This is an optimization exercise on Yosys and OpenROAD, whose aim is small area, a short achievable clock period and few clock cycles per item, not a production implementation. Where RTL was checked, it was by simulation tests only, not by an equivalence proof against the original. For runs 1 and 3 to 5, only the layout was checked, not whether the RTL still works. The flow treats the clock pin as an ideal source. Dropping or thinning the clock tree relies on that and would not hold on a real chip. Power is estimated from default activity; no workload was simulated.

### design/flow/config.mk
export PLATFORM = sky130hd
export DESIGN_NAME = function_calculator
export DESIGN_NICKNAME = function_calculator
export VERILOG_FILES = /design/flow/design.v
export SDC_FILE = /design/flow/constraint.sdc
export NUM_CORES = 4
export LEC_CHECK = 0
export ABC_AREA = 0
export CAP_MARGIN = 20
export CORE_MARGIN = 2
export CORE_UTILIZATION = 40
export SLEW_MARGIN = 20
export SYNTH_HIERARCHICAL = 1
export SYNTH_MINIMUM_KEEP_SIZE = 0
export BUFFER_PORTS_ARGS = -buffer_cell sky130_fd_sc_hd__buf_1
export CTS_ARGS = -buf_list sky130_fd_sc_hd__clkbuf_4 -root_buf sky130_fd_sc_hd__clkbuf_4 -dont_use_dummy_load -repair_clock_nets
### design/flow/constraint.sdc
create_clock -name core_clock -period 5.0 [get_ports {clk_i}]
set_input_delay 1.0000 -clock core_clock [delete_from_list [all_inputs] [get_ports {clk_i}]]
set_output_delay 1.0000 -clock core_clock [all_outputs]
set_load 0.01 [all_outputs]
### design/flow/standard.sh
#!/bin/bash
# synth_recipe.tcl (not shown) runs the flow's synth.tcl, then flattens the netlist and writes it again
# the make line also repeats each setting of config.mk as NAME=value (left out here)
make -C /OpenROAD-flow-scripts/flow DESIGN_CONFIG=/design/flow/config.mk WORK_HOME=/design/flow/orfs CLKGATE_MAP_FILE= SYNTH_SCRIPT=/design/flow/synth_recipe.tcl "${@:-finish}"
### design/flow/flow/run.sh
#!/bin/bash
# Standard layout, with the port buffers inserted as buf_1 cells instead of
# the resizer's default choice (clkdlybuf4s50_1, larger and slower), and a
# smaller clock tree (no sink clustering, no dummy loads).
set -euo pipefail
echo 'export BUFFER_PORTS_ARGS = -buffer_cell sky130_fd_sc_hd__buf_1' >> config.mk
echo 'export CTS_ARGS = -buf_list sky130_fd_sc_hd__clkbuf_4 -root_buf sky130_fd_sc_hd__clkbuf_4 -dont_use_dummy_load -repair_clock_nets' >> config.mk
bash standard.sh > standard.log 2>&1
### design/flow/design.v
`timescale 1ns / 1ps
module fa3(input x, input y, input z, output s, output c);
    assign s = x ^ y ^ z;
    assign c = (x & y) | (x & z) | (y & z);
endmodule
module ha2(input x, input y, output s, output c);
    assign s = x ^ y;
    assign c = x & y;
endmodule
`timescale 1ns / 1ps
module function_calculator(
    input clk_i,
    input rst_i,
    input [15:0] sw_i,
    input start_i,
    output busy_o,
    output reg [15:0] y_calc
 );
    function [3:0] low4;
        input [5:0] ar;
        low4 = {ar[3] & (ar[4] ^ ar[5]), ar[4] & ~ar[3], 1'b0, ar[3]} + ar[2:0];
    endfunction
    wire [7:0] b_i = sw_i[7:0];
    wire [2:0] r_d = (b_i >= 8'd216) ? 3'd6 :
                     (b_i >= 8'd125) ? 3'd5 :
                     (b_i >= 8'd64)  ? 3'd4 :
                     (b_i >= 8'd27)  ? 3'd3 :
                     (b_i >= 8'd8)   ? 3'd2 :
                     (b_i >= 8'd1)   ? 3'd1 : 3'd0;
    wire [7:0] aa = sw_i[15:8];
    wire n0 = aa[2] & ~aa[1];
    wire n1 = aa[2] & aa[1];
    wire n2 = aa[3] & ~aa[2];
    wire n3 = aa[3] & aa[2];
    wire n4 = aa[4] & ~aa[3];
    wire n5 = aa[4] & aa[3];
    wire n6 = aa[5] & ~aa[4];
    wire n7 = aa[5] & aa[4];
    wire n8 = aa[6] & ~aa[5];
    wire n9 = aa[6] & aa[5];
    wire n10 = aa[7] & ~aa[6];
    wire n11 = aa[7] & aa[6];
    wire n12 = aa[0] & aa[3];
    wire n13 = aa[0] & aa[4];
    wire n14 = aa[0] & aa[5];
    wire n15 = aa[0] & aa[6];
    wire n16 = aa[0] & aa[7];
    wire n17 = aa[1] & aa[3];
    wire n18 = aa[1] & aa[4];
    wire n19 = aa[1] & aa[5];
    wire n20 = aa[1] & aa[6];
    wire n21 = aa[1] & aa[7];
    wire n22 = aa[2] & aa[4];
    wire n23 = aa[2] & aa[5];
    wire n24 = aa[2] & aa[6];
    wire n25 = aa[2] & aa[7];
    wire n26 = aa[3] & aa[5];
    wire n27 = aa[3] & aa[6];
    wire n28 = aa[3] & aa[7];
    wire n29 = aa[4] & aa[6];
    wire n30 = aa[4] & aa[7];
    wire n31 = aa[5] & aa[7];
    wire n32 = aa[0] & aa[1] & aa[2];
    wire n33, n34;
    ha2 un33 (.x(n3), .y(n15), .s(n33), .c(n34));
    wire n35, n36;
    fa3 un35 (.x(n4), .y(n16), .z(n20), .s(n35), .c(n36));
    wire n37, n38;
    fa3 un37 (.x(n5), .y(n21), .z(n24), .s(n37), .c(n38));
    wire n39, n40;
    ha2 un39 (.x(n6), .y(n25), .s(n39), .c(n40));
    wire n41, n42;
    ha2 un41 (.x(n7), .y(n28), .s(n41), .c(n42));
    wire n43, n44;
    ha2 un43 (.x(n0), .y(n12), .s(n43), .c(n44));
    wire n45, n46;
    fa3 un45 (.x(n1), .y(n13), .z(n17), .s(n45), .c(n46));
    wire n47, n48;
    fa3 un47 (.x(n2), .y(n14), .z(n18), .s(n47), .c(n48));
    wire n49, n50;
    fa3 un49 (.x(n19), .y(n22), .z(n33), .s(n49), .c(n50));
    wire n51, n52;
    fa3 un51 (.x(n23), .y(n34), .z(n35), .s(n51), .c(n52));
    wire n53, n54;
    fa3 un53 (.x(n26), .y(n36), .z(n37), .s(n53), .c(n54));
    wire n55, n56;
    fa3 un55 (.x(n27), .y(n38), .z(n39), .s(n55), .c(n56));
    wire n57, n58;
    fa3 un57 (.x(n29), .y(n40), .z(n41), .s(n57), .c(n58));
    wire n59, n60;
    fa3 un59 (.x(n8), .y(n30), .z(n42), .s(n59), .c(n60));
    wire n61, n62;
    ha2 un61 (.x(n9), .y(n31), .s(n61), .c(n62));
    wire n63, n64;
    ha2 un63 (.x(n32), .y(n43), .s(n63), .c(n64));
    wire n65, n66;
    fa3 un65 (.x(n44), .y(n45), .z(n64), .s(n65), .c(n66));
    wire n67, n68;
    ha2 un67 (.x(n46), .y(n47), .s(n67), .c(n68));
    wire n69, n70;
    ha2 un69 (.x(n48), .y(n49), .s(n69), .c(n70));
    wire n71, n72;
    ha2 un71 (.x(n50), .y(n51), .s(n71), .c(n72));
    wire n73, n74;
    ha2 un73 (.x(n52), .y(n53), .s(n73), .c(n74));
    wire n75, n76;
    ha2 un75 (.x(n54), .y(n55), .s(n75), .c(n76));
    wire n77, n78;
    ha2 un77 (.x(n56), .y(n57), .s(n77), .c(n78));
    wire n79, n80;
    ha2 un79 (.x(n58), .y(n59), .s(n79), .c(n80));
    wire n81, n82;
    ha2 un81 (.x(n60), .y(n61), .s(n81), .c(n82));
    wire n83, n84;
    ha2 un83 (.x(n10), .y(n62), .s(n83), .c(n84));
    wire n85 = n68 | (n67 & n66);
    wire n86 = n67 & 1'b0;
    wire n87 = n72 | (n71 & n70);
    wire n88 = n71 & n69;
    wire n89 = n76 | (n75 & n74);
    wire n90 = n75 & n73;
    wire n91 = n80 | (n79 & n78);
    wire n92 = n79 & n77;
    wire n93 = n84 | (n83 & n82);
    wire n94 = n83 & n81;
    wire n95 = n70 | (n69 & n85);
    wire n96 = n69 & n86;
    wire n97 = n87 | (n88 & n85);
    wire n98 = n88 & n86;
    wire n99 = n78 | (n77 & n89);
    wire n100 = n77 & n90;
    wire n101 = n91 | (n92 & n89);
    wire n102 = n92 & n90;
    wire n103 = 1'b0 | (n11 & n93);
    wire n104 = n11 & n94;
    wire n105 = n74 | (n73 & n97);
    wire n106 = n73 & n98;
    wire n107 = n89 | (n90 & n97);
    wire n108 = n90 & n98;
    wire n109 = n99 | (n100 & n97);
    wire n110 = n100 & n98;
    wire n111 = n101 | (n102 & n97);
    wire n112 = n102 & n98;
    wire n113 = n82 | (n81 & n111);
    wire n114 = n81 & n112;
    wire n115 = n93 | (n94 & n111);
    wire n116 = n94 & n112;
    wire n117 = n103 | (n104 & n111);
    wire n118 = n104 & n112;
    wire n119 = n67 ^ n66;
    wire n120 = n69 ^ n85;
    wire n121 = n71 ^ n95;
    wire n122 = n73 ^ n97;
    wire n123 = n75 ^ n105;
    wire n124 = n77 ^ n107;
    wire n125 = n79 ^ n109;
    wire n126 = n81 ^ n111;
    wire n127 = n83 ^ n113;
    wire n128 = n11 ^ n115;
    wire [11:0] hi = {n128, n127, n126, n125, n124, n123, n122, n121, n120, n119, n65, n63};
    always @(posedge clk_i) begin
        if (rst_i)
            y_calc <= 16'd0;
        else if (start_i)
            y_calc <= {hi, low4({aa[2:0], r_d})};
    end
    assign busy_o = 1'b0;
endmodule
==> results.json, run 1 <==
{
  "routedWlPerCell_um": 12.4,
  "avgSynthCellArea_um2": 9.59,
  "p_leak_uw": 0.000842,
  "slew_headroom_pct": 38.4,
  "seq_area_frac_synth_pct": 19.4,
  "finClkSkew_ns": 0,
  "seq_power_share_pct": 38.6,
  "mostFrequentLayoutCells": "34 x buf_1, 24 x and2_1, 24 x ha_1, 17 x nor2_1, 16 x dfxtp_1",
  "cp-end-kind": "register",
  "comb_power_share_pct": 45.1,
  "fmax_ghz": 0.251,
  "io_buffers": 34,
  "postRouteAntennaNets": 0,
  "die_x_um": 68.2,
  "powerDensity_nw_per_um2": 214,
  "grt-ovfl-total": 0,
  "finalSetupTns_ns": 0,
  "dp.cells": 252,
  "largest_reg_flops": 16,
  "p_total_uw": 395,
  "clk_path_buf_depth": 2,
  "grt_pass1_vias": 1212,
  "min_period_over_period_pct": 79.7,
  "synth-async-reset-ratio_pct": 0,
  "hp-class": "register to register",
  "postLayoutCoreUtil_pct": 46.3,
  "clock_sinks": 16,
  "p_sw_uw": 143,
  "start_util_pct": 41.5,
  "grt_use_total_pct": 14.8,
  "synth_edf_count": 0,
  "die_area_um2": 4650,
  "final_common_cell": "buf_1",
  "arrival_ns": 4.12,
  "antennaDiodeCount": 0,
  "synth_nets": 226,
  "start_kind": "primary input",
  "clkPwrFrac_pct": 16.4,
  "instances_no_fill": 255,
  "rsz0062_at_grt": "no",
  "critical_path_class": "primary input to register",
  "clock_latency_ns": 0.27,
  "antenna_found_initial": 0,
  "dpl_worst_slack_ns": 0.709,
  "cts-hold-fix-buffers": 0,
  "ys_types": 45,
  "synth_seq_cells": 16,
  "hpwl_mm": 2.54,
  "cts_buffers": 3,
  "grt_pass1_wl_mm": 5.27,
  "tightestPinTransition_ns": 0.924,
  "synthFlopType": "dfxtp_1",
  "dr.pass1.iters": 4,
  "regMostFlops": "y_calc",
  "ir_worst_vdd_v": 0.000145,
  "cts-root-buf": "clkbuf_4",
  "areaGrowthSynthToFinish_pct": 11.6,
  "fin_crit_ns": 3.98,
  "gp_congestion": 0.736,
  "vias_per_cell": 5.06,
  "drt_iter0_drc": 31,
  "cap_violations": 0,
  "outcome": "finished clean",
  "die_h_um": 68.2,
  "syn_inst": 172,
  "fin_ws_ns": 1.02,
  "hold_viol_final": 0,
  "cts.clk_slew.worst_paths_ns": 0.09,
  "fin_nets": 261,
  "worstPathRequired_ns": 5.14,
  "yosys_warnings": 7,
  "critPathMaxFanout": 10,
  "cts_tree": "built",
  "internal_power_uw": 252,
  "drc": 0,
  "drive_gt1_share_pct": 6.83,
  "cts-resized-gates": 0,
  "drt_wl_total_mm": 3.16,
  "rows": 23,
  "htreeDepth": 1,
  "dr_total_vias": 1290,
  "ios": 36,
  "postCtsSetupRepairBufs": 0,
  "netlist_area_um2": 1650,
  "num-fill-cells": 402,
  "coreArea_um2": 3970,
  "finalSetupViolCount": 0,
  "swShare_pct": 36.1,
  "grt_max_degree": 23,
  "report.final.slew_viol_count": 0
}
==> logic make-up after synthesis <==
logic type               after synthesis  synth area share [%]
adder cells (fa/ha/maj)               36                  32.2
flip-flops                            16                  19.4
AND/OR/NAND/NOR                       69                  23.6
multiplexers                          12                  7.36
XOR/XNOR                               6                  3.19
AO/OA/AOI/OAI                         22                  11.1
buffers and inverters                 10                  2.88
other                                  1                 0.227
==> path summary, 6_finish.rpt <==
kind,startpoint,slack [ns],depth (start not counted),endpoint
worst min-delay path,y_calc[13]$_SDFFE_PP0P_,0.50,2,y_calc[13]$_SDFFE_PP0P_
worst max-delay path,sw_i[8],1.02,14,y_calc[14]$_SDFFE_PP0P_
worst min register to register,y_calc[13]$_SDFFE_PP0P_,0.50,2,y_calc[13]$_SDFFE_PP0P_
worst max register to register,y_calc[12]$_SDFFE_PP0P_,4.03,2,y_calc[12]$_SDFFE_PP0P_
==> Yosys stat by module (local to each module, per instance) <==
module               copies in the design  flops+latches  cell area [um2]  cells inside
ha2                                    15              0             12.5             1
fa3                                    11              0             20.0             1
function_calculator                     1             16             1240           146
==> area by class of cell <==
cell class | count | area (um2) | share of cell area, %
Tap cell | 50 | 62.6 | 3.40
Sequential cell | 16 | 320 | 17.4
Inverter | 5 | 18.8 | 1.02
Multi-Input combinational cell | 146 | 1280 | 69.6
Clock buffer | 3 | 22.5 | 1.22
Timing Repair Buffer | 35 | 135 | 7.34
==> cell usage after synthesis, types with 2 or more instances <==
master    instances  share of area [%]
nand2b_1          3                1.1
and2_1           24                9.1
nor3b_1           2               0.91
or2_2             2               0.76
dfxtp_1          16                 19
a21o_1            4                1.8
nor2_1           17                3.9
fa_1             11                 13
nor2b_1           6                2.3
xnor2_1           5                2.7
inv_1             4               0.91
ha_1             24                 18
nand4b_1          2                1.1
buf_2             2               0.61
buf_4             2               0.91
nand2_1           5                1.1
a31oi_1           2               0.76
mux2i_1          11                6.7
a21oi_1           4                1.2
==> power groups by stage <==
| stage | combinational, uW | clock (uW) | sequential [uW] |
|---|---|---|---|
| global placement | 180 | 0 | 155 |
| CTS | 182 | 69.7 | 153 |
| finish | 178 | 64.6 | 152 |
| floorplan | 121 | 0 | 163 |
| detailed placement | 180 | 0 | 156 |
| global route | 205 | 74.3 | 154 |
==> metrics by stage <==
| step | hold WS (ns) | cell area, um2 |
|---|---|---|
| CTS | 0.506 | 1840 |
| finish | 0.499 | 1840 |
| global route | 0.528 | 1840 |
| detailed placement | 0.488 | 1820 |
| global placement | 0.475 | 1820 |
| floorplan | 0.505 | 1650 |
==> metal layers <==
layer / GRT usage (%) / vias to the layer above / wire length [um] / part of all wire [%]
met5: 0 / - / 0 / 0
met4: 5.25 / 0 / 36 / 1.1
met3: 1.64 / 4 / 113 / 3.6
met2: 22.7 / 27 / 1330 / 42
met1: 21.3 / 587 / 1690 / 53
li1: - / 672 / - / -
==> worst max-delay path, cell delays in order <==
cell and delay, ns:
buf_1 0.30, and2_1 0.22, fa_1 0.41, fa_1 0.47, ha_1 0.35, a21oi_1 0.23, a21oi_1 0.13, or2_1 0.26
a21o_1 0.20, ha_1 0.17, nor2_1 0.12, xnor2_1 0.08, mux2i_1 0.13, nor2_1 0.05
==> run 2, diff against run 1 <==
--- a/design/flow/design.v
+++ b/design/flow/design.v
@@ -14,7 +14,7 @@
     input [15:0] sw_i,
     input start_i,
     output busy_o,
-    output reg [15:0] y_calc
+    output [15:0] y_calc
  );
     function [3:0] low4;
         input [5:0] ar;
@@ -27,7 +27,17 @@
                      (b_i >= 8'd27)  ? 3'd3 :
                      (b_i >= 8'd8)   ? 3'd2 :
                      (b_i >= 8'd1)   ? 3'd1 : 3'd0;
-    wire [7:0] aa = sw_i[15:8];
+    reg [7:0] aa;
+    reg [2:0] rr;
+    always @(posedge clk_i) begin
+        if (rst_i) begin
+            aa <= 8'd0;
+            rr <= 3'd0;
+        end else if (start_i) begin
+            aa <= sw_i[15:8];
+            rr <= r_d;
+        end
+    end
     wire n0 = aa[2] & ~aa[1];
     wire n1 = aa[2] & aa[1];
     wire n2 = aa[3] & ~aa[2];
@@ -158,11 +168,6 @@
     wire n127 = n83 ^ n113;
     wire n128 = n11 ^ n115;
     wire [11:0] hi = {n128, n127, n126, n125, n124, n123, n122, n121, n120, n119, n65, n63};
-    always @(posedge clk_i) begin
-        if (rst_i)
-            y_calc <= 16'd0;
-        else if (start_i)
-            y_calc <= {hi, low4({aa[2:0], r_d})};
-    end
+    assign y_calc = {hi, low4({aa[2:0], rr})};
     assign busy_o = 1'b0;
 endmodule
--- a/design/flow/config.mk
+++ b/design/flow/config.mk
@@ -5,7 +5,7 @@
 export SDC_FILE = /design/flow/constraint.sdc
 export NUM_CORES = 4
 export LEC_CHECK = 0
-export ABC_AREA = 0
+export ABC_AREA = 1
 export CAP_MARGIN = 20
 export CORE_MARGIN = 2
 export CORE_UTILIZATION = 40
==> run 2 against run 1 <==
  * Core utilization decreased by 1.9 points
  * Final cell count increased by 15%
  * Cell area decreased by 9.6%
  * Critical path type is now register to output pin
  * Largest cell class unchanged
  * Largest power group is now sequential cells
==> results.json, run 2 <==
{
  "finalSetupViolCount": 0,
  "yosysTopAreaCellShare_pct": 18.8,
  "report.final.slew_viol_count": 0,
  "synth-async-reset-ratio_pct": 0,
  "worstReg2RegStart": "aa[1]$_SDFFE_PP0P_",
  "fin_ws_ns": 0.800,
  "critPathMaxFanout": 9,
  "outcome": "finished clean",
  "fin_crit_ns": 4.20,
  "grt_pass1_vias": 1274,
  "grt_use_total_pct": 14.0,
  "routedWlPerCell_um": 9.32,
  "finalSetupTns_ns": 0,
  "ios": 36,
  "drc": 0,
  "start_util_pct": 42.6,
  "critPathSlowestCell": "fa_1",
  "dr.pass1.iters": 5,
  "seq_area_frac_synth_pct": 13.8,
  "synth_seq_cells": 11,
  "holdWs_ns": 0.475,
  "gp_congestion": 0.775,
  "clock_latency_ns": 0.26,
  "fin_nets": 301,
  "powerDensity_nw_per_um2": 152,
  "syn_inst": 228,
  "fmax_ghz": 0.238,
  "ys_types": 25,
  "antenna_found_initial": 0,
  "cts.clk_slew.worst_paths_ns": 0.07,
  "synth_edf_count": 0,
  "regMostFlops": "aa",
  "vias_per_cell": 4.53,
  "hold_viol_final": 0,
  "place_area_um2": 1640,
  "min_path_cells": 2,
  "p_leak_uw": 0.00107,
  "crit_path_max_incr_delay_ns": 0.47,
  "htreeDepth": 1,
  "min_period_over_period_pct": 84.0,
  "cts_tree": "built",
  "seq_power_share_pct": 41.6,
  "worstPathRequired_ns": 4.00,
  "arrival_ns": 3.20,
  "clk_path_buf_depth": 2,
  "yosysTopAreaCell": "ha_1",
  "start_kind": "register",
  "cpLargestDelayFamily": "adder cells",
  "crit_cells": 13,
  "swShare_pct": 37.4,
  "path_cells": "inv_1 > nor2_1 > fa_1 > fa_1 > ha_1 > a21oi_2 > nand2_2 > nand2_1 > nand2_2 > ha_1 > nor2_1 > xnor2_1 > buf_1",
  "antennaDiodeCount": 0,
  "r2r_cells": 2,
  "mostFrequentLayoutCells": "53 x nand2_1, 40 x inv_1, 34 x buf_1, 24 x ha_1, 20 x nor2_1",
  "postCtsSetupRepairBufs": 0,
  "yosys-top-cells-area": "ha_1 19%, dfxtp_1 14%, fa_1 14%, nand2_1 12%, inv_1 9.4%",
  "drive_gt1_share_pct": 7.35,
  "rsz0062_at_grt": "no",
  "netlist_area_um2": 1590,
  "grt-ovfl-total": 0,
  "yosys_warnings": 7,
  "cts-hold-fix-buffers": 0,
  "critical_path_class": "register to output pin",
  "postRouteAntennaNets": 0,
  "worstSetupStartpoint": "aa[4]$_SDFFE_PP0P_",
  "avgSynthCellArea_um2": 6.99,
  "hpwl_mm": 2.30,
  "p_total_uw": 253,
  "final_common_cell": "nand2_1",
  "yosysMostFrequentCell": "nand2_1",
  "ir_worst_vdd_v": 0.0000924,
  "internal_power_uw": 158,
  "grt_pass1_wl_mm": 4.95,
  "dpl_worst_slack_ns": 1.06,
  "dr_total_vias": 1328,
  "io_buffers": 34,
  "die_x_um": 67.1,
  "drt_iter0_drc": 21,
  "rr_endpoint": "aa[1]$_SDFFE_PP0P_",
  "cts-resized-gates": 0,
  "cap_violations": 0,
  "coreArea_um2": 3740,
  "areaGrowthSynthToFinish_pct": 4.40,
  "stdcell_area_um2": 1660,
  "clock_sinks": 11,
  "comb_power_share_pct": 36.2,
  "p_sw_uw": 94.8,
  "synthFlopType": "dfxtp_1",
  "finClkSkew_ns": 0,
  "drt_wl_total_mm": 2.73,
  "synth_common_cells": "53 x nand2_1, 40 x inv_1, 24 x ha_1, 20 x nor2_1, 13 x buf_4",
  "clkPwrFrac_pct": 22.2,
  "grt_max_degree": 18,
  "worst-path-buf-inv": 2,
  "ff2ff_setup_slack_ns": 4.20,
  "synth_nets": 282,
  "cts_buffers": 3,
  "largest_reg_flops": 8,
  "rows": 22,
  "cp-end-kind": "output pin",
  "hp-class": "register to register",
  "die_area_um2": 4510,
  "worstSetupEndpoint": "y_calc[14]",
  "cts-root-buf": "clkbuf_4",
  "die_h_um": 67.1
}
## run 2: cell types whose count changed in the layout (fill, tap and decap cells not counted), moves of 4 or more
cell | before | now
a21o_1 | 4 | 0
a21oi_1 | 4 | 12
and2_1 | 24 | 0
dfxtp_1 | 16 | 11
inv_1 | 4 | 40
inv_2 | 1 | 5
mux2i_1 | 11 | 0
nand2_1 | 5 | 53
nand2_2 | 1 | 5
nor2b_1 | 6 | 0
o21ai_0 | 1 | 8
## run 2: power by group through the flow
stage	registers (uW)	logic [uW]	clock network, uW
after CTS	106	93.7	57.1
after detailed placement	108	92.3	0
after global placement	107	92.6	0
after floorplan	99.5	90.9	0
final	105	91.5	56.2
after global routing	107	107	60.6
## run 2: metrics by stage
stage | std cells | util [%]
2_1_floorplan | 228 | -
5_1_grt | 293 | 44.5
3_3_place_gp | 290 | 43.9
4_1_cts | 293 | 44.5
6_report | 293 | 44.5
3_5_place_dp | 290 | 43.9
## run 2: tightest hold or removal path, cell delays in order (launching register included)
cell     delay (ns)
dfxtp_1        0.32
nand2_1        0.06
a21oi_1        0.06
## run 2: cells by family (layout without fill, tap and decap cells)
logic type               after synthesis  after routing  synth area share (%)
other                                  1              1                 0.235
buffers and inverters                 65             82                  19.4
flip-flops                            11             11                  13.8
XOR/XNOR                               6              6                  3.30
AND/OR/NAND/NOR                       83             83                  21.0
adder cells (fa/ha/maj)               35             35                  32.7
AO/OA/AOI/OAI                         27             27                  9.66
## run 2: worst min path at each step
stage | startpoint | to | slack [ns]
2_1_floorplan | rr[0]$_SDFFE_PP0P_ | rr[0]$_SDFFE_PP0P_ | 0.44
3_3_place_gp | rr[0]$_SDFFE_PP0P_ | rr[0]$_SDFFE_PP0P_ | 0.48
3_5_place_dp | rr[0]$_SDFFE_PP0P_ | rr[0]$_SDFFE_PP0P_ | 0.47
4_1_cts | rr[0]$_SDFFE_PP0P_ | rr[0]$_SDFFE_PP0P_ | 0.48
5_1_grt | rr[0]$_SDFFE_PP0P_ | rr[0]$_SDFFE_PP0P_ | 0.53
6_report | rr[0]$_SDFFE_PP0P_ | rr[0]$_SDFFE_PP0P_ | 0.48
## run 2: layout make-up
type / count / area (um2)
Multi-Input combinational cell: 152 / 1060
Inverter: 45 / 169
Tap cell: 48 / 60.1
Clock buffer: 3 / 22.5
Timing Repair Buffer: 34 / 128
Sequential cell: 11 / 220
Fill cell: 435 / 2080
## run 2: Yosys stat by module (local to each module, per instance)
module / flops+latches / times used / area, um2
fa3: 0 / 11 / 20.0
function_calculator: 11 / 1 / 1190
ha2: 0 / 15 / 12.5
## run 2: routing by layer
metal	up-vias	track usage (%)	routed length, um	part of all wire, %
met2	29	25.2	1240	45
met1	585	17.4	1390	51
li1	712	-	-	-
met4	0	3.83	21	0.77
met3	2	1.52	85	3.1
met5	-	0	0	0
Testbench counts of run 2, summed over its fixed seeds: cycles 1,280, items 1,280.
==> run 3, diff against run 2 <==
--- a/design/flow/design.v
+++ b/design/flow/design.v
@@ -18,7 +18,73 @@
  );
     function [3:0] low4;
         input [5:0] ar;
-        low4 = {ar[3] & (ar[4] ^ ar[5]), ar[4] & ~ar[3], 1'b0, ar[3]} + ar[2:0];
+        case (ar)
+            6'd0: low4 = 4'd0;
+            6'd1: low4 = 4'd1;
+            6'd2: low4 = 4'd2;
+            6'd3: low4 = 4'd3;
+            6'd4: low4 = 4'd4;
+            6'd5: low4 = 4'd5;
+            6'd6: low4 = 4'd6;
+            6'd7: low4 = 4'd7;
+            6'd8: low4 = 4'd1;
+            6'd9: low4 = 4'd2;
+            6'd10: low4 = 4'd3;
+            6'd11: low4 = 4'd4;
+            6'd12: low4 = 4'd5;
+            6'd13: low4 = 4'd6;
+            6'd14: low4 = 4'd7;
+            6'd15: low4 = 4'd8;
+            6'd16: low4 = 4'd4;
+            6'd17: low4 = 4'd5;
+            6'd18: low4 = 4'd6;
+            6'd19: low4 = 4'd7;
+            6'd20: low4 = 4'd8;
+            6'd21: low4 = 4'd9;
+            6'd22: low4 = 4'd10;
+            6'd23: low4 = 4'd11;
+            6'd24: low4 = 4'd9;
+            6'd25: low4 = 4'd10;
+            6'd26: low4 = 4'd11;
+            6'd27: low4 = 4'd12;
+            6'd28: low4 = 4'd13;
+            6'd29: low4 = 4'd14;
+            6'd30: low4 = 4'd15;
+            6'd31: low4 = 4'd0;
+            6'd32: low4 = 4'd0;
+            6'd33: low4 = 4'd1;
+            6'd34: low4 = 4'd2;
+            6'd35: low4 = 4'd3;
+            6'd36: low4 = 4'd4;
+            6'd37: low4 = 4'd5;
+            6'd38: low4 = 4'd6;
+            6'd39: low4 = 4'd7;
+            6'd40: low4 = 4'd9;
+            6'd41: low4 = 4'd10;
+            6'd42: low4 = 4'd11;
+            6'd43: low4 = 4'd12;
+            6'd44: low4 = 4'd13;
+            6'd45: low4 = 4'd14;
+            6'd46: low4 = 4'd15;
+            6'd47: low4 = 4'd0;
+            6'd48: low4 = 4'd4;
+            6'd49: low4 = 4'd5;
+            6'd50: low4 = 4'd6;
+            6'd51: low4 = 4'd7;
+            6'd52: low4 = 4'd8;
+            6'd53: low4 = 4'd9;
+            6'd54: low4 = 4'd10;
+            6'd55: low4 = 4'd11;
+            6'd56: low4 = 4'd1;
+            6'd57: low4 = 4'd2;
+            6'd58: low4 = 4'd3;
+            6'd59: low4 = 4'd4;
+            6'd60: low4 = 4'd5;
+            6'd61: low4 = 4'd6;
+            6'd62: low4 = 4'd7;
+            6'd63: low4 = 4'd8;
+            default: low4 = 4'd0;
+        endcase
     endfunction
     wire [7:0] b_i = sw_i[7:0];
     wire [2:0] r_d = (b_i >= 8'd216) ? 3'd6 :
==> design/flow/flow/run.sh (replaced) <==
#!/bin/bash
# Standard layout, with the port buffers inserted as buf_1 cells instead of
# the resizer's default choice (clkdlybuf4s50_1, larger and slower).
set -euo pipefail
echo 'export BUFFER_PORTS_ARGS = -buffer_cell sky130_fd_sc_hd__buf_1' >> config.mk
bash standard.sh > standard.log 2>&1
==> design/flow/config.mk (replaced) <==
export PLATFORM = sky130hd
export DESIGN_NAME = function_calculator
export DESIGN_NICKNAME = function_calculator
export VERILOG_FILES = /design/flow/design.v
export SDC_FILE = /design/flow/constraint.sdc
export NUM_CORES = 4
export LEC_CHECK = 0
export ABC_AREA = 0
export CAP_MARGIN = 20
export CORE_MARGIN = 2
export CORE_UTILIZATION = 40
export SLEW_MARGIN = 20
export SYNTH_HIERARCHICAL = 1
export SYNTH_MINIMUM_KEEP_SIZE = 0
export BUFFER_PORTS_ARGS = -buffer_cell sky130_fd_sc_hd__buf_1
==> run 3 against run 2 <==
  * Final cell count decreased by 12%
  * Still clean on timing, DRC and antenna
  * Core utilization increased by 0.075 points
  * Global-route usage decreased by 0.80 points
  * Setup slack got worse by 0.21 ns
  * Critical path depth decreased by 4
  * Sequential share of layout area increased by 3.4 points
  * First-iteration DRC count increased by 62%
  * Clock power increased by 73%
==> results.json, run 3 <==
{
  "ys_types": 45,
  "synth_nets": 238,
  "hpwl_mm": 2.30,
  "place_area_um2": 1760,
  "grt_max_degree": 19,
  "finClkSkew_ns": 0.00163,
  "start_util_pct": 41.9,
  "yosys_warnings": 7,
  "yosys-top-cells-area": "dfxtp_1 18%, ha_1 15%, fa_1 13%, and2_1 9.2%, buf_4 5.7%",
  "coreArea_um2": 4060,
  "ios": 36,
  "critPathMaxFanout": 10,
  "yosysTopAreaCellShare_pct": 17.6,
  "synth-async-reset-ratio_pct": 0,
  "antenna_found_initial": 0,
  "clk_path_buf_depth": 2,
  "gp_congestion": 0.767,
  "areaGrowthSynthToFinish_pct": 6.18,
  "tightestPinTransition_ns": 0.814,
  "grt_use_total_pct": 13.2,
  "synth_common_cells": "25 x and2_1, 21 x ha_1, 15 x dfxtp_1, 15 x nor2_1, 13 x buf_4",
  "htreeDepth": 1,
  "drc": 0,
  "drive_gt1_share_pct": 4.81,
  "slew_headroom_pct": 45.7,
  "cts-resized-gates": 0,
  "fmax_ghz": 0.227,
  "die_h_um": 69.2,
  "cts_buffers": 3,
  "finalSetupViolCount": 0,
  "worstReg2RegStart": "aa[0]$_SDFFE_PP0P_",
  "cp-end-kind": "output pin",
  "rsz0062_at_grt": "no",
  "hold_start": "rr[1]$_SDFFE_PP0P_",
  "dpl_worst_slack_ns": 0.842,
  "io_buffers": 34,
  "clock_latency_ns": 0.25,
  "outcome": "finished clean",
  "critical_path_class": "register to output pin",
  "finalSetupTns_ns": 0,
  "dr.pass1.iters": 4,
  "worstPathRequired_ns": 4.00,
  "grt-ovfl-total": 0,
  "yosysMostFrequentCell": "and2_1",
  "busiest_layer": "met2",
  "met3_usage_pct": 1.74,
  "ff2ff_setup_slack_ns": 3.41,
  "fin_crit_ns": 4.41,
  "hold_viol_final": 0,
  "r2r_cells": 5,
  "synthFlopType": "dfxtp_1",
  "num-fill-cells": 411,
  "postRouteAntennaNets": 0,
  "min_path_cells": 2,
  "cts.clk_slew.worst_paths_ns": 0.06,
  "vias_per_cell": 5.05,
  "cts_tree": "built",
  "grt_pass1_wl_mm": 5.31,
  "netlist_area_um2": 1700,
  "min_period_over_period_pct": 88.3,
  "mostFrequentLayoutCells": "34 x buf_1, 25 x and2_1, 21 x ha_1, 15 x nor2_1, 15 x dfxtp_1",
  "drt_iter0_drc": 34,
  "final_common_cell": "buf_1",
  "cts-root-buf": "clkbuf_8",
  "arrival_ns": 3.41,
  "hp-class": "register to register",
  "seq_area_frac_synth_pct": 17.6,
  "rows": 23,
  "routedWlPerCell_um": 11.1,
  "powerDensity_nw_per_um2": 173,
  "drt_wl_total_mm": 2.85,
  "start_kind": "register",
  "die_x_um": 69.2,
  "clock_sinks": 15,
  "synth_edf_count": 0,
  "yosysTopAreaCell": "dfxtp_1",
  "fin_ws_ns": 0.587,
  "met1_usage_pct": 18.9,
  "avgSynthCellArea_um2": 9.10,
  "report.final.slew_viol_count": 0,
  "grt_pass1_vias": 1221,
  "antennaDiodeCount": 0,
  "die_area_um2": 4790,
  "syn_inst": 187,
  "dr_total_vias": 1304,
  "cap_violations": 0,
  "holdPathEnd": "rr[1]$_SDFFE_PP0P_",
  "fin_nets": 260,
  "rr_endpoint": "low4$func$/design/flow/design.v:237$5470.$result[3]$_DFF_P_",
  "regMostFlops": "aa",
  "p_leak_uw": 0.000898,
  "cts-hold-fix-buffers": 0,
  "largest_reg_flops": 8,
  "postCtsSetupRepairBufs": 0,
  "stdcell_area_um2": 1810,
  "synth_seq_cells": 15,
  "use_met2_pct": 19.7,
  "ir_worst_vdd_v": 0.000127
}
[run 3: cell count changes after synthesis, sizes merged, moves of 4 or more]
cell,previous run,this run
xnor2,3,7
nor2,21,15
nand2,58,6
and2,0,25
dfxtp,11,15
inv,45,3
nor3,0,5
nor2b,0,6
mux2i,0,7
o21ai,10,5
[run 3: stage by stage]
stage | power [uW] | hold slack [ns] | utilization [%] | cells
final | 312 | 0.472 | 44.5 | 258
after global routing | 336 | 0.508 | 44.5 | 258
after CTS | 317 | 0.474 | 44.5 | 258
after detailed placement | 218 | 0.465 | 43.4 | 254
after global placement | 218 | 0.454 | 43.4 | 254
after floorplan | 206 | 0.440 | - | 187
[run 3: kinds of logic after synthesis]
family | Yosys count | synth area share (%)
DFF | 15 | 17.6
and+or+nand+nor | 73 | 24.3
other | 1 | 0.220
buffers and inverters | 20 | 8.38
AOI/OAI and AO/OA | 28 | 10.9
adders and majority gates | 34 | 29.6
xor gates and xnor gates | 8 | 4.12
muxes | 8 | 4.78
[run 3: area by class of cell]
type                    count  area, um2  share of cell area, %
clock buffers               3       41.3                   2.29
multi-input cells         152       1260                   69.7
well taps                  50       62.6                   3.46
repair buffers             34        128                   7.06
clock inverters             1       5.00                  0.277
flip-flops and latches     15        300                   16.6
inverters                   3       11.3                  0.623
[run 3: worst max path at each step]
stage                  startpoint    endpoint  slack [ns]  cells after the start
2_1_floorplan  aa[7]$_SDFFE_PP0P_  y_calc[15]        1.15                      9
3_3_place_gp   aa[4]$_SDFFE_PP0P_  y_calc[15]        0.86                      9
3_5_place_dp   aa[4]$_SDFFE_PP0P_  y_calc[15]        0.84                     10
4_1_cts        aa[4]$_SDFFE_PP0P_  y_calc[15]        0.56                      9
5_1_grt        aa[1]$_SDFFE_PP0P_  y_calc[15]        0.25                     10
6_report       aa[4]$_SDFFE_PP0P_  y_calc[15]        0.59                      9
[run 3: layer usage]
metal,share of wire [%],wire length (um),vias up
met5,0,0,-
met4,2.0,57,0
met3,3.8,107,5
met2,42,1190,27
met1,52,1490,590
li1,-,-,682
[run 3: modules after synthesis, one instance, submodules excluded]
| module | cells inside | copies in the design | cell area [um2] |
|---|---|---|---|
| fa3 | 1 | 11 | 20.0 |
| function_calculator | 161 | 1 | 1290 |
| ha2 | 1 | 15 | 12.5 |
[run 3: critical path, stage by stage (launching register included)]
cell and delay, ns:
dfxtp_1 0.46, nor2b_1 0.23, fa_1 0.46, fa_1 0.47
ha_1 0.35, nor3_1 0.31, o41ai_1 0.17, or4_1 0.48
nand3_1 0.09, buf_1 0.15
[run 3: report_power, final]
group | internal, uW | switching (uW)
Combinational | 34.0 | 43.5
Sequential | 128 | 8.86
Clock | 55.2 | 42.2
Total | 217 | 94.6
==> run 4, diff against run 3 <==
--- a/design/flow/design.v
+++ b/design/flow/design.v
@@ -14,77 +14,11 @@
     input [15:0] sw_i,
     input start_i,
     output busy_o,
-    output [15:0] y_calc
+    output reg [15:0] y_calc
  );
     function [3:0] low4;
         input [5:0] ar;
-        case (ar)
-            6'd0: low4 = 4'd0;
-            6'd1: low4 = 4'd1;
-            6'd2: low4 = 4'd2;
-            6'd3: low4 = 4'd3;
-            6'd4: low4 = 4'd4;
-            6'd5: low4 = 4'd5;
-            6'd6: low4 = 4'd6;
-            6'd7: low4 = 4'd7;
-            6'd8: low4 = 4'd1;
-            6'd9: low4 = 4'd2;
-            6'd10: low4 = 4'd3;
-            6'd11: low4 = 4'd4;
-            6'd12: low4 = 4'd5;
-            6'd13: low4 = 4'd6;
-            6'd14: low4 = 4'd7;
-            6'd15: low4 = 4'd8;
-            6'd16: low4 = 4'd4;
-            6'd17: low4 = 4'd5;
-            6'd18: low4 = 4'd6;
-            6'd19: low4 = 4'd7;
-            6'd20: low4 = 4'd8;
-            6'd21: low4 = 4'd9;
-            6'd22: low4 = 4'd10;
-            6'd23: low4 = 4'd11;
-            6'd24: low4 = 4'd9;
-            6'd25: low4 = 4'd10;
-            6'd26: low4 = 4'd11;
-            6'd27: low4 = 4'd12;
-            6'd28: low4 = 4'd13;
-            6'd29: low4 = 4'd14;
-            6'd30: low4 = 4'd15;
-            6'd31: low4 = 4'd0;
-            6'd32: low4 = 4'd0;
-            6'd33: low4 = 4'd1;
-            6'd34: low4 = 4'd2;
-            6'd35: low4 = 4'd3;
-            6'd36: low4 = 4'd4;
-            6'd37: low4 = 4'd5;
-            6'd38: low4 = 4'd6;
-            6'd39: low4 = 4'd7;
-            6'd40: low4 = 4'd9;
-            6'd41: low4 = 4'd10;
-            6'd42: low4 = 4'd11;
-            6'd43: low4 = 4'd12;
-            6'd44: low4 = 4'd13;
-            6'd45: low4 = 4'd14;
-            6'd46: low4 = 4'd15;
-            6'd47: low4 = 4'd0;
-            6'd48: low4 = 4'd4;
-            6'd49: low4 = 4'd5;
-            6'd50: low4 = 4'd6;
-            6'd51: low4 = 4'd7;
-            6'd52: low4 = 4'd8;
-            6'd53: low4 = 4'd9;
-            6'd54: low4 = 4'd10;
-            6'd55: low4 = 4'd11;
-            6'd56: low4 = 4'd1;
-            6'd57: low4 = 4'd2;
-            6'd58: low4 = 4'd3;
-            6'd59: low4 = 4'd4;
-            6'd60: low4 = 4'd5;
-            6'd61: low4 = 4'd6;
-            6'd62: low4 = 4'd7;
-            6'd63: low4 = 4'd8;
-            default: low4 = 4'd0;
-        endcase
+        low4 = {ar[3] & (ar[4] ^ ar[5]), ar[4] & ~ar[3], 1'b0, ar[3]} + ar[2:0];
     endfunction
     wire [7:0] b_i = sw_i[7:0];
     wire [2:0] r_d = (b_i >= 8'd216) ? 3'd6 :
@@ -93,17 +27,7 @@
                      (b_i >= 8'd27)  ? 3'd3 :
                      (b_i >= 8'd8)   ? 3'd2 :
                      (b_i >= 8'd1)   ? 3'd1 : 3'd0;
-    reg [7:0] aa;
-    reg [2:0] rr;
-    always @(posedge clk_i) begin
-        if (rst_i) begin
-            aa <= 8'd0;
-            rr <= 3'd0;
-        end else if (start_i) begin
-            aa <= sw_i[15:8];
-            rr <= r_d;
-        end
-    end
+    wire [7:0] aa = sw_i[15:8];
     wire n0 = aa[2] & ~aa[1];
     wire n1 = aa[2] & aa[1];
     wire n2 = aa[3] & ~aa[2];
@@ -234,6 +158,11 @@
     wire n127 = n83 ^ n113;
     wire n128 = n11 ^ n115;
     wire [11:0] hi = {n128, n127, n126, n125, n124, n123, n122, n121, n120, n119, n65, n63};
-    assign y_calc = {hi, low4({aa[2:0], rr})};
+    always @(posedge clk_i) begin
+        if (rst_i)
+            y_calc <= 16'd0;
+        else if (start_i)
+            y_calc <= {hi, low4({aa[2:0], r_d})};
+    end
     assign busy_o = 1'b0;
 endmodule
==> design/flow/flow/run.sh (replaced) <==
#!/bin/bash
# Standard layout with two changes:
#  - port buffers are buf_1 cells (the resizer's default pick is clkdlybuf4s50_1,
#    larger and slower);
#  - after CTS, the clock tree's leaf buffers are removed so one root clock
#    buffer drives every flip-flop (the design has only a few registers).
set -euo pipefail
here=$(pwd)
echo 'export BUFFER_PORTS_ARGS = -buffer_cell sky130_fd_sc_hd__buf_1' >> config.mk
echo 'export CTS_ARGS = -buf_list sky130_fd_sc_hd__clkbuf_4 -root_buf sky130_fd_sc_hd__clkbuf_8 -dont_use_dummy_load -repair_clock_nets' >> config.mk
echo "export POST_CTS_TCL = $here/flow/post_cts.tcl" >> config.mk
bash standard.sh > standard.log 2>&1
==> design/flow/flow/post_cts.tcl (new file) <==
# Collapse the clock tree to a single buffer: every sink of a leaf clock
# buffer is moved onto the root buffer's output net, then the leaf buffers
# are deleted.
set block [ord::get_db_block]
set clk_port_net [$block findNet clk_i]
set root ""
foreach it [$clk_port_net getITerms] {
  set inst [$it getInst]
  if {[string match "*clkbuf*" [[$inst getMaster] getName]]} { set root $inst }
}
if {$root ne ""} {
  set rootnet [[$root findITerm X] getNet]
  set leaves {}
  foreach it [$rootnet getITerms] {
    set inst [$it getInst]
    if {$inst ne $root && [string match "*clkbuf*" [[$inst getMaster] getName]]} {
      lappend leaves $inst
    }
  }
  foreach leaf $leaves {
    set out [[$leaf findITerm X] getNet]
    set sinks {}
    foreach it [$out getITerms] {
      if {[$it getInst] ne $leaf} { lappend sinks $it }
    }
    foreach it $sinks {
      $it disconnect
      $it connect $rootnet
    }
    [$leaf findITerm A] disconnect
    [$leaf findITerm X] disconnect
    odb::dbInst_destroy $leaf
    odb::dbNet_destroy $out
  }
  puts "post_cts: moved sinks of [llength $leaves] leaf buffers onto [$root getName]"
}
estimate_parasitics -placement
report_clock_skew
report_checks -path_delay max -format end
--- a/design/flow/config.mk
+++ b/design/flow/config.mk
@@ -5,7 +5,7 @@
 export SDC_FILE = /design/flow/constraint.sdc
 export NUM_CORES = 4
 export LEC_CHECK = 0
-export ABC_AREA = 0
+export ABC_AREA = 1
 export CAP_MARGIN = 20
 export CORE_MARGIN = 2
 export CORE_UTILIZATION = 40
@@ -13,3 +13,5 @@
 export SYNTH_HIERARCHICAL = 1
 export SYNTH_MINIMUM_KEEP_SIZE = 0
 export BUFFER_PORTS_ARGS = -buffer_cell sky130_fd_sc_hd__buf_1
+export CTS_ARGS = -buf_list sky130_fd_sc_hd__clkbuf_4 -root_buf sky130_fd_sc_hd__clkbuf_8 -dont_use_dummy_load -repair_clock_nets
+export POST_CTS_TCL = /design/flow/flow/post_cts.tcl
==> run 4 against run 3 <==
  * Die area increased by 2.7%
  * Sequential power is 9% higher
  * Final cell count up 33%
  * Clock-buffer cell count is 2 lower
  * Critical path depth increased by 6
  * Global-route usage increased by 1.8 points
  * Critical endpoint is now y_calc[14]$_SDFFE_PP0P_
  * Sequential share of layout area is 0.25 points higher
  * Routed wire length is 16% higher
  * Still clean
  * Maximum frequency increased by 21%
==> results.json, run 4 <==
{
  "outcome": "finished clean",
  "holdPathEnd": "y_calc[1]$_SDFFE_PP0P_",
  "fin_crit_ns": 3.63,
  "p_leak_uw": 0.00119,
  "grt-ovfl-total": 0,
  "ir_worst_vdd_v": 0.000101,
  "drt_iter0_drc": 96,
  "critPathMaxFanout": 9,
  "rsz0062_at_grt": "no",
  "report.final.slew_viol_count": 0,
  "synth_nets": 320,
  "antenna_found_initial": 0,
  "syn_inst": 266,
  "tightestPinTransition_ns": 0.833,
  "fin_nets": 346,
  "seq_area_frac_synth_pct": 18.3,
  "slew_headroom_pct": 44.4,
  "clock_sinks": 16,
  "drc": 0,
  "drt_wl_total_mm": 3.30,
  "areaGrowthSynthToFinish_pct": 8.43,
  "regMostFlops": "y_calc",
  "dr.pass1.iters": 4,
  "yosysTopAreaCellShare_pct": 18.3,
  "ios": 36,
  "finalSetupTns_ns": 0,
  "start_util_pct": 40.8,
  "die_x_um": 70.2,
  "clock_latency_ns": 0.15,
  "synth-async-reset-ratio_pct": 0,
  "hpwl_mm": 2.77,
  "fmax_ghz": 0.275,
  "yosysTopAreaCell": "dfxtp_1",
  "start_kind": "primary input",
  "critical_path_class": "primary input to register",
  "min_period_over_period_pct": 72.7,
  "mostFrequentLayoutCells": "72 x nand2_1, 61 x inv_1, 34 x buf_1, 31 x nor2_1, 24 x ha_1",
  "io_buffers": 34,
  "grt_pass1_wl_mm": 5.79,
  "vias_per_cell": 4.51,
  "worstReg2RegStart": "y_calc[11]$_SDFFE_PP0P_",
  "die_area_um2": 4920,
  "cap_violations": 0,
  "hp-class": "register to register",
  "min_path_cells": 2,
  "grt_pass1_vias": 1434,
  "dr_total_vias": 1544,
  "ys_types": 22,
  "synthFlopType": "dfxtp_1",
  "grt_use_total_pct": 15.0,
  "finClkSkew_ns": 0,
  "synth_edf_count": 0,
  "rr_endpoint": "y_calc[11]$_SDFFE_PP0P_",
  "ff2ff_setup_slack_ns": 4.29,
  "cp-end-kind": "register",
  "yosys_warnings": 7,
  "antennaDiodeCount": 0,
  "avgSynthCellArea_um2": 6.58,
  "r2r_cells": 4,
  "hold_viol_final": 0,
  "yosysMostFrequentCell": "nand2_1",
  "routedWlPerCell_um": 9.65,
  "die_h_um": 70.2,
  "postRouteAntennaNets": 0,
  "synth_common_cells": "72 x nand2_1, 61 x inv_1, 31 x nor2_1, 24 x ha_1, 16 x dfxtp_1",
  "yosys-top-cells-area": "dfxtp_1 18%, ha_1 17%, nand2_1 15%, inv_1 13%, fa_1 13%",
  "gp_congestion": 0.790,
  "cts.clk_slew.worst_paths_ns": 0.10,
  "drive_gt1_share_pct": 2.07,
  "largest_reg_flops": 16,
  "synth_seq_cells": 16,
  "powerDensity_nw_per_um2": 199,
  "netlist_area_um2": 1750,
  "finalSetupViolCount": 0,
  "rows": 24,
  "grt_max_degree": 21,
  "hold_start": "y_calc[1]$_SDFFE_PP0P_",
  "arrival_ns": 3.69,
  "holdWs_ns": 0.465,
  "worstPathRequired_ns": 5.06,
  "coreArea_um2": 4290,
  "final_common_cell": "nand2_1"
}
run 4: stage by stage:
stage          cell area [um2]  power, uW  worst slack, ns  util (%)  std cells
3_3_place_gp              1880        333             1.22      43.9        341
3_5_place_dp              1880        333             1.17      43.9        341
6_report                  1900        377             1.37      44.2        342
5_1_grt                   1900        417             1.13      44.2        342
2_1_floorplan             1750        287             1.36         -        266
run 4: area by class of cell:
| type | instances | area (um2) |
|---|---|---|
| Timing Repair Buffer | 34 | 128 |
| Fill cell | 478 | 2400 |
| Sequential cell | 16 | 320 |
| Clock buffer | 1 | 13.8 |
| Multi-Input combinational cell | 178 | 1140 |
| Inverter | 61 | 229 |
| Tap cell | 52 | 65.1 |
run 4: per-module statistics from Yosys (local to each module, per instance):
module	times used	cells inside	flip-flops and latches	cell area, um2
function_calculator	1	240	16	1340
ha2	15	1	0	12.5
fa3	11	1	0	20.0
run 4: kinds of logic after synthesis:
| kind of cell | Yosys count | synth area share (%) |
|---|---|---|
| simple gates | 115 | 25.9 |
| buf+inv | 72 | 16.4 |
| fa+ha+maj | 35 | 29.7 |
| compound gates | 22 | 6.93 |
| flops | 16 | 18.3 |
| xor+xnor | 5 | 2.50 |
| other cells | 1 | 0.214 |
run 4: routing by layer:
| layer | track usage (%) | part of all wire, % |
|---|---|---|
| met5 | 0 | 0 |
| met1 | 20.1 | 47 |
| met2 | 27.3 | 48 |
| met4 | 0.641 | 0 |
| met3 | 1.73 | 5.1 |
run 4: worst max path at each step:
stage | start | end | slack [ns] | cells after the start
after detailed placement | sw_i[12] | y_calc[14]$_SDFFE_PP0P_ | 1.17 | 15
after floorplan | sw_i[12] | y_calc[14]$_SDFFE_PP0P_ | 1.36 | 15
final | sw_i[12] | y_calc[14]$_SDFFE_PP0P_ | 1.37 | 15
after global placement | sw_i[14] | y_calc[14]$_SDFFE_PP0P_ | 1.22 | 15
after global routing | sw_i[12] | y_calc[14]$_SDFFE_PP0P_ | 1.13 | 15
run 4: worst max-delay path: stages:
cell	delay, ns
buf_1	0.28
inv_1	0.07
nor2_1	0.12
fa_1	0.45
fa_1	0.47
ha_1	0.34
a21oi_1	0.19
nand2_2	0.09
nand2_1	0.07
nand2_2	0.06
ha_1	0.17
nor2_1	0.12
xnor2_1	0.07
o21ai_0	0.14
inv_1	0.05
run 4: report_power, final:
| group | total [uW] | switching (uW) | internal (uW) |
|---|---|---|---|
| combinational | 178 | 106 | 71.1 |
| sequential | 149 | 7.25 | 142 |
| clock | 50.7 | 32.1 | 18.6 |
| total | 377 | 146 | 232 |
==> run 5, diff against run 4 <==
--- a/design/flow/config.mk
+++ b/design/flow/config.mk
@@ -8,7 +8,7 @@
 export ABC_AREA = 1
 export CAP_MARGIN = 20
 export CORE_MARGIN = 2
-export CORE_UTILIZATION = 40
+export CORE_UTILIZATION = 50
 export SLEW_MARGIN = 20
 export SYNTH_HIERARCHICAL = 1
 export SYNTH_MINIMUM_KEEP_SIZE = 0
==> run 5 against run 4 <==
  * Routed wire length is 1.8% lower
  * First-iteration DRC count is 27% lower
  * Highest routed layer is now met4
  * Combinational power hardly changed
  * Largest cell class unchanged
  * Sequential power hardly changed
  * Clock power hardly changed
==> results.json, run 5 <==
{
  "finalSetupViolCount": 0,
  "place_area_um2": 1880,
  "fmax_ghz": 0.275,
  "syn_inst": 266,
  "p_leak_uw": 0.00119,
  "yosysMostFrequentCell": "nand2_1",
  "finClkSkew_ns": 0,
  "largest_reg_flops": 16,
  "netlist_area_um2": 1750,
  "synth-adder-area-share_pct": 29.7,
  "yosysTopAreaCell": "dfxtp_1",
  "critical_path_class": "primary input to register",
  "ff2ff_setup_slack_ns": 4.30,
  "seq_power_share_pct": 39.5,
  "finalSetupTns_ns": 0,
  "rows": 21,
  "met1_length_mm": 1.45,
  "critPathMaxFanout": 9,
  "grt_max_degree": 21,
  "postLayoutCoreUtil_pct": 56.7,
  "swShare_pct": 38.5,
  "drt_wl_total_mm": 3.24,
  "yosys.area_share.simple_pct": 25.9,
  "grt_pass1_vias": 1457,
  "avgSynthCellArea_um2": 6.58,
  "vias_per_cell": 4.56,
  "io_buffers": 34,
  "regMostFlops": "y_calc",
  "synth_nets": 320,
  "holdWs_ns": 0.465,
  "rsz0062_at_grt": "no",
  "synth_top_family_by_area": "adder cells",
  "ios": 36,
  "cp-end-kind": "register",
  "drc": 0,
  "worstPathRequired_ns": 5.06,
  "routedWlPerCell_um": 9.65,
  "synth-async-reset-ratio_pct": 0,
  "muxShareOfSynthArea_pct": 0,
  "hp-class": "register to register",
  "synth_xor_area_share_pct": 2.50,
  "grt-ovfl-total": 0,
  "outcome": "finished clean",
  "r2r_cells": 4,
  "coreArea_um2": 3340,
  "comb_power_share_pct": 47.0,
  "dr_wl_met3_um": 138,
  "die_h_um": 63.2,
  "grt_use_total_pct": 19.4,
  "synth_edf_count": 0,
  "powerDensity_nw_per_um2": 199,
  "yosys-top-cells-area": "dfxtp_1 18%, ha_1 17%, nand2_1 15%, inv_1 13%, fa_1 13%",
  "min_path_cells": 2,
  "postRouteAntennaNets": 0,
  "synthFlopType": "dfxtp_1",
  "start_util_pct": 52.5,
  "drt_iter0_drc": 70,
  "p_sw_uw": 145,
  "gp_congestion": 0.791,
  "die_x_um": 63.2,
  "stdcell_area_um2": 1890,
  "min_period_over_period_pct": 72.9,
  "fin_crit_ns": 3.64,
  "grt_pass1_wl_mm": 5.94,
  "cap_violations": 0,
  "start_kind": "primary input",
  "drive_gt1_share_pct": 2.07,
  "fin_nets": 346,
  "dr.pass1.iters": 7,
  "antenna_found_initial": 0,
  "top_layer_used": "met4",
  "synth_common_cells": "72 x nand2_1, 61 x inv_1, 31 x nor2_1, 24 x ha_1, 16 x dfxtp_1",
  "tightestPinTransition_ns": 0.815,
  "areaGrowthSynthToFinish_pct": 8.01,
  "hold_viol_final": 0,
  "mostFrequentLayoutCells": "72 x nand2_1, 61 x inv_1, 34 x buf_1, 31 x nor2_1, 24 x ha_1",
  "internal_power_uw": 232,
  "yosys_warnings": 7,
  "dr_total_vias": 1531,
  "arrival_ns": 3.70,
  "ys_types": 22,
  "wl_met2_mm": 1.63,
  "hpwl_mm": 2.69,
  "seq_area_frac_synth_pct": 18.3,
  "clock_sinks": 16,
  "cts.clk_slew.worst_paths_ns": 0.10,
  "slew_headroom_pct": 45.7,
  "ir_worst_vdd_v": 0.000112,
  "antennaDiodeCount": 0,
  "clock_latency_ns": 0.15,
  "synth_seq_cells": 16,
  "report.final.slew_viol_count": 0,
  "die_area_um2": 3990,
  "yosysTopAreaCellShare_pct": 18.3,
  "clkPwrFrac_pct": 13.5,
  "synth_compound_area_share_pct": 6.93,
  "final_common_cell": "nand2_1"
}
run 5: cell counts after synthesis:
Identical to the previous run, type by type.
run 5: path summary, 6_finish.rpt:
check,start,endpoint
min reg2reg,y_calc[5]$_SDFFE_PP0P_,y_calc[5]$_SDFFE_PP0P_
max,sw_i[12],y_calc[14]$_SDFFE_PP0P_
max reg2reg,y_calc[11]$_SDFFE_PP0P_,y_calc[11]$_SDFFE_PP0P_
min,y_calc[5]$_SDFFE_PP0P_,y_calc[5]$_SDFFE_PP0P_
run 5: cells by family (layout without fill, tap and decap cells):
family	after synthesis	in the layout
AND/OR/NAND/NOR	115	115
buffers and inverters	72	96
adder cells (fa/ha/maj)	35	35
AO/OA/AOI/OAI	22	22
flip-flops	16	16
XOR/XNOR	5	5
other	1	1
run 5: worst max-delay path, cell delays in order:
cell	delay (ns)
buf_1	0.26
inv_1	0.07
nor2_1	0.12
fa_1	0.45
fa_1	0.46
ha_1	0.34
a21oi_1	0.20
nand2_2	0.09
nand2_1	0.07
nand2_2	0.06
ha_1	0.18
nor2_1	0.13
xnor2_1	0.07
o21ai_0	0.14
inv_1	0.05
run 5: routing by layer:
metal  GRT usage (%)  vias to the layer above
li1                -                      831
met1            24.6                      674
met2            35.9                       24
met3            2.50                        2
met4            2.45                        0
met5               0                        -
run 5: power by group through the flow:
stage / logic [uW] / clock network (uW) / registers, uW
floorplan: 128 / 0 / 159
global placement: 180 / 0 / 152
detailed placement: 181 / 0 / 152
global route: 210 / 57.3 / 151
finish: 177 / 50.9 / 149
run 5: metrics by stage:
| stage | power, uW | std cells | setup WS (ns) |
|---|---|---|---|
| 6_report | 377 | 336 | 1.36 |
| 2_1_floorplan | 287 | 266 | 1.36 |
| 3_3_place_gp | 332 | 335 | 1.22 |
| 3_5_place_dp | 332 | 335 | 1.16 |
| 5_1_grt | 418 | 336 | 1.09 |
run 5: modules after synthesis (local to each module, per instance):
module | copies in the design | flip-flops and latches | cells
function_calculator | 1 | 16 | 240
fa3 | 11 | 0 | 1
ha2 | 15 | 0 | 1
run 5: final cells by class:
class | count | area (um2)
Timing Repair Buffer | 34 | 128
Multi-Input combinational cell | 178 | 1140
Tap cell | 46 | 57.6
Inverter | 61 | 229
Sequential cell | 16 | 320
Clock buffer | 1 | 13.8
Fill cell | 365 | 1450
==> run 6, diff against run 5 <==
--- a/design/flow/design.v
+++ b/design/flow/design.v
@@ -14,7 +14,7 @@
     input [15:0] sw_i,
     input start_i,
     output busy_o,
-    output reg [15:0] y_calc
+    output [15:0] y_calc
  );
     function [3:0] low4;
         input [5:0] ar;
@@ -27,7 +27,17 @@
                      (b_i >= 8'd27)  ? 3'd3 :
                      (b_i >= 8'd8)   ? 3'd2 :
                      (b_i >= 8'd1)   ? 3'd1 : 3'd0;
-    wire [7:0] aa = sw_i[15:8];
+    reg [7:0] aa;
+    reg [2:0] rr;
+    always @(posedge clk_i) begin
+        if (rst_i) begin
+            aa <= 8'd0;
+            rr <= 3'd0;
+        end else if (start_i) begin
+            aa <= sw_i[15:8];
+            rr <= r_d;
+        end
+    end
     wire n0 = aa[2] & ~aa[1];
     wire n1 = aa[2] & aa[1];
     wire n2 = aa[3] & ~aa[2];
@@ -158,11 +168,6 @@
     wire n127 = n83 ^ n113;
     wire n128 = n11 ^ n115;
     wire [11:0] hi = {n128, n127, n126, n125, n124, n123, n122, n121, n120, n119, n65, n63};
-    always @(posedge clk_i) begin
-        if (rst_i)
-            y_calc <= 16'd0;
-        else if (start_i)
-            y_calc <= {hi, low4({aa[2:0], r_d})};
-    end
+    assign y_calc = {hi, low4({aa[2:0], rr})};
     assign busy_o = 1'b0;
 endmodule
--- a/design/flow/config.mk
+++ b/design/flow/config.mk
@@ -8,7 +8,7 @@
 export ABC_AREA = 1
 export CAP_MARGIN = 20
 export CORE_MARGIN = 2
-export CORE_UTILIZATION = 50
+export CORE_UTILIZATION = 55
 export SLEW_MARGIN = 20
 export SYNTH_HIERARCHICAL = 1
 export SYNTH_MINIMUM_KEEP_SIZE = 0
==> run 6 against run 5 <==
  * First-iteration DRC count shrank 30%
  * Clock power decreased by 18%
  * Register-to-register slack got worse by 0.15 ns
  * Critical endpoint is now y_calc[14]
  * Largest cell class unchanged
  * Largest power group is now sequential cells
  * Highest routed layer is now met3
==> results.json, run 6 <==
{
  "fmax_ghz": 0.243,
  "grt_pass1_vias": 1289,
  "synth_edf_count": 0,
  "met1_usage_pct": 23.0,
  "cp-end-kind": "output pin",
  "ir_worst_vdd_v": 0.000113,
  "multiInputGateArea_um2": 1060,
  "finClkSkew_ns": 0,
  "swShare_pct": 37.6,
  "path_cells": "inv_1 > nor2_1 > fa_1 > fa_1 > ha_1 > a21oi_2 > nand2_2 > nand2_1 > nand2_2 > ha_1 > nor2_1 > xnor2_1 > buf_1",
  "critPathMaxFanout": 9,
  "place_area_um2": 1620,
  "ff2ff_setup_slack_ns": 4.15,
  "postRouteAntennaNets": 0,
  "die_area_um2": 3340,
  "critical_path_class": "register to output pin",
  "yosys-top-cells-area": "ha_1 19%, dfxtp_1 14%, fa_1 14%, nand2_1 12%, inv_1 9.4%",
  "fin_nets": 299,
  "min_path_cells": 2,
  "finalSetupTns_ns": 0,
  "regMostFlops": "aa",
  "num-fill-cells": 275,
  "synth_nets": 282,
  "drc": 0,
  "rr_endpoint": "aa[6]$_SDFFE_PP0P_",
  "grt_max_degree": 18,
  "arrival_ns": 3.12,
  "dr_total_vias": 1353,
  "antenna_found_initial": 0,
  "mostFrequentLayoutCells": "53 x nand2_1, 40 x inv_1, 34 x buf_1, 24 x ha_1, 20 x nor2_1",
  "worstSetupStartpoint": "aa[4]$_SDFFE_PP0P_",
  "seq_area_frac_synth_pct": 13.8,
  "dr.pass1.iters": 6,
  "drt_wl_total_mm": 2.77,
  "r2r_cells": 2,
  "yosys_warnings": 7,
  "crit_path_max_incr_delay_ns": 0.49,
  "ios": 36,
  "yosysTopAreaCell": "ha_1",
  "drive_gt1_share_pct": 6.58,
  "synth-async-reset-ratio_pct": 0,
  "grt_pass1_wl_mm": 5.00,
  "vias_per_cell": 4.94,
  "worstPathRequired_ns": 4.00,
  "die_x_um": 57.8,
  "hp-class": "register to register",
  "areaGrowthSynthToFinish_pct": 2.51,
  "clkPwrFrac_pct": 17.5,
  "rsz0062_at_grt": "no",
  "cts.clk_slew.worst_paths_ns": 0.08,
  "stdcell_area_um2": 1630,
  "powerDensity_nw_per_um2": 146,
  "met3_usage_pct": 2.23,
  "start_kind": "register",
  "report.final.slew_viol_count": 0,
  "yosysTopAreaCellShare_pct": 18.8,
  "busiest_layer": "met2",
  "use_met2_pct": 39.4,
  "fin_crit_ns": 4.12,
  "routedWlPerCell_um": 10.1,
  "gp_congestion": 0.806,
  "internal_power_uw": 149,
  "avgSynthCellArea_um2": 6.99,
  "hpwl_mm": 2.43,
  "die_h_um": 57.8,
  "synth_seq_cells": 11,
  "outcome": "finished clean",
  "ys_types": 25,
  "start_util_pct": 57.8,
  "largest_reg_flops": 8,
  "io_buffers": 34,
  "holdPathEnd": "rr[0]$_SDFFE_PP0P_",
  "grt_use_total_pct": 19.6,
  "netlist_area_um2": 1590,
  "yosysMostFrequentCell": "nand2_1",
  "final_common_cell": "nand2_1",
  "synthFlopType": "dfxtp_1",
  "hold_viol_final": 0,
  "grt-ovfl-total": 0,
  "p_sw_uw": 89.9,
  "seq_power_share_pct": 44.1,
  "drt_iter0_drc": 49,
  "synth_common_cells": "53 x nand2_1, 40 x inv_1, 24 x ha_1, 20 x nor2_1, 13 x buf_4",
  "clock_sinks": 11,
  "critPathSlowestCell": "dfxtp_1",
  "worstReg2RegStart": "aa[6]$_SDFFE_PP0P_",
  "comb_power_share_pct": 38.4,
  "antennaDiodeCount": 0,
  "p_leak_uw": 0.00107,
  "cap_violations": 0,
  "rows": 19,
  "hold_start": "rr[0]$_SDFFE_PP0P_",
  "register_area_um2": 220,
  "coreArea_um2": 2760,
  "syn_inst": 228,
  "min_period_over_period_pct": 82.3,
  "postLayoutCoreUtil_pct": 59.3,
  "finalSetupViolCount": 0,
  "clock_latency_ns": 0.14
}
-- run 6: cell types whose count changed after synthesis, moves of 2 or more --
cell,change
nor2_1,-11
nand2_1,-19
o21bai_1,-2
clkbuf_1,-2
o21ai_0,+3
buf_4,+11
dfxtp_1,-5
inv_2,+5
nand3_1,-3
a21oi_2,+2
inv_1,-21
-- run 6: worst max-delay path by stage --
stage / endpoint
2_1_floorplan: y_calc[14]
3_5_place_dp: y_calc[14]
3_3_place_gp: y_calc[14]
6_report: y_calc[14]
5_1_grt: y_calc[14]
-- run 6: modules after synthesis, one instance, submodules excluded --
module	flops+latches	cell area, um2	times used
function_calculator	11	1190	1
fa3	0	20.0	11
ha2	0	12.5	15
-- run 6: power groups by stage --
stage	Combinational [uW]	Sequential (uW)	Clock, uW
global route	107	107	46.5
global placement	89.9	107	0
floorplan	90.9	99.5	0
finish	91.6	105	41.8
detailed placement	93.4	108	0
-- run 6: critical path: cells and delay by family, from the launching register on --
kind	cells	cell delay, ns
AO/OA/AOI/OAI	1	0.16
XOR/XNOR	1	0.12
adder cells (fa/ha/maj)	4	1.46
buffers and inverters	2	0.26
flip-flops	1	0.49
AND/OR/NAND/NOR	5	0.49
-- run 6: logic make-up (layout without fill, tap and decap cells) --
group | count (synthesis) | in the layout | share of synthesized area (%)
adders and majority gates | 35 | 35 | 32.7
xor gates and xnor gates | 6 | 6 | 3.30
other | 1 | 1 | 0.235
and+or+nand+nor | 83 | 83 | 21.0
buffers and inverters | 65 | 80 | 19.4
AOI/OAI and AO/OA | 27 | 27 | 9.66
DFF | 11 | 11 | 13.8
-- run 6: final cells by class --
cell class | count | area share (%)
Clock buffer | 1 | 0.842
Tap cell | 31 | 2.37
Timing Repair Buffer | 34 | 7.81
Multi-Input combinational cell | 152 | 65.2
Inverter | 45 | 10.3
Sequential cell | 11 | 13.5
-- run 6: metrics by stage --
step           cells  hold WS [ns]  total power (uW)  setup WS [ns]
6_report         274         0.477               239          0.885
2_1_floorplan    228         0.442               190           1.17
3_5_place_dp     273         0.470               201           1.04
3_3_place_gp     273         0.455               197           1.14
5_1_grt          274         0.519               261          0.654
-- run 6: per-layer routing --
metal | wire [um] | up-vias
li1 | - | 708
met1 | 1120 | 603
met2 | 1460 | 42
met3 | 182 | 0
met4 | 0 | 0
met5 | 0 | -
Testbench counts of run 6, summed over its fixed seeds: cycles 1,280, items 1,280.

## separate check: timing with driven ports
Ports are ideal in the flow. The routed layouts listed here were re-timed in OpenROAD.
Step 1 (the two cells are an assumption about what drives the block):
set clk [get_ports {clk_i}]
set_driving_cell -lib_cell sky130_fd_sc_hd__clkbuf_16 $clk
set_driving_cell -lib_cell sky130_fd_sc_hd__buf_2 [delete_from_list [all_inputs] $clk]
Step 2, shift: input delay + t, output delay - t, t = (earliest + latest rising clock arrival at the registers) / 2. This alone moves slack from input paths to output paths.
a / b / c = no drivers / after step 1 / after step 2; a / b = the first two.
run	shift t [ns]	setup slack, ns	slew at the worst register clock pin (ns)
run 1	0.295	1.016 / 1.011 / 0.716	0.09 / 0.09
run 2	0.280	0.800 / 0.781 / 1.062	0.07 / 0.07
run 3	0.273	0.587 / 0.561 / 0.834	0.06 / 0.06
run 4	0.175	1.367 / 1.368 / 1.193	0.10 / 0.10
run 5	0.179	1.357 / 1.362 / 1.182	0.10 / 0.10
run 6	0.158	0.885 / 0.864 / 1.022	0.08 / 0.08
After both steps setup and hold are still met in every run listed. For run 1, which loses most, drivers alone change the setup slack by -0.005 ns; drivers and shift together by -0.300 ns.
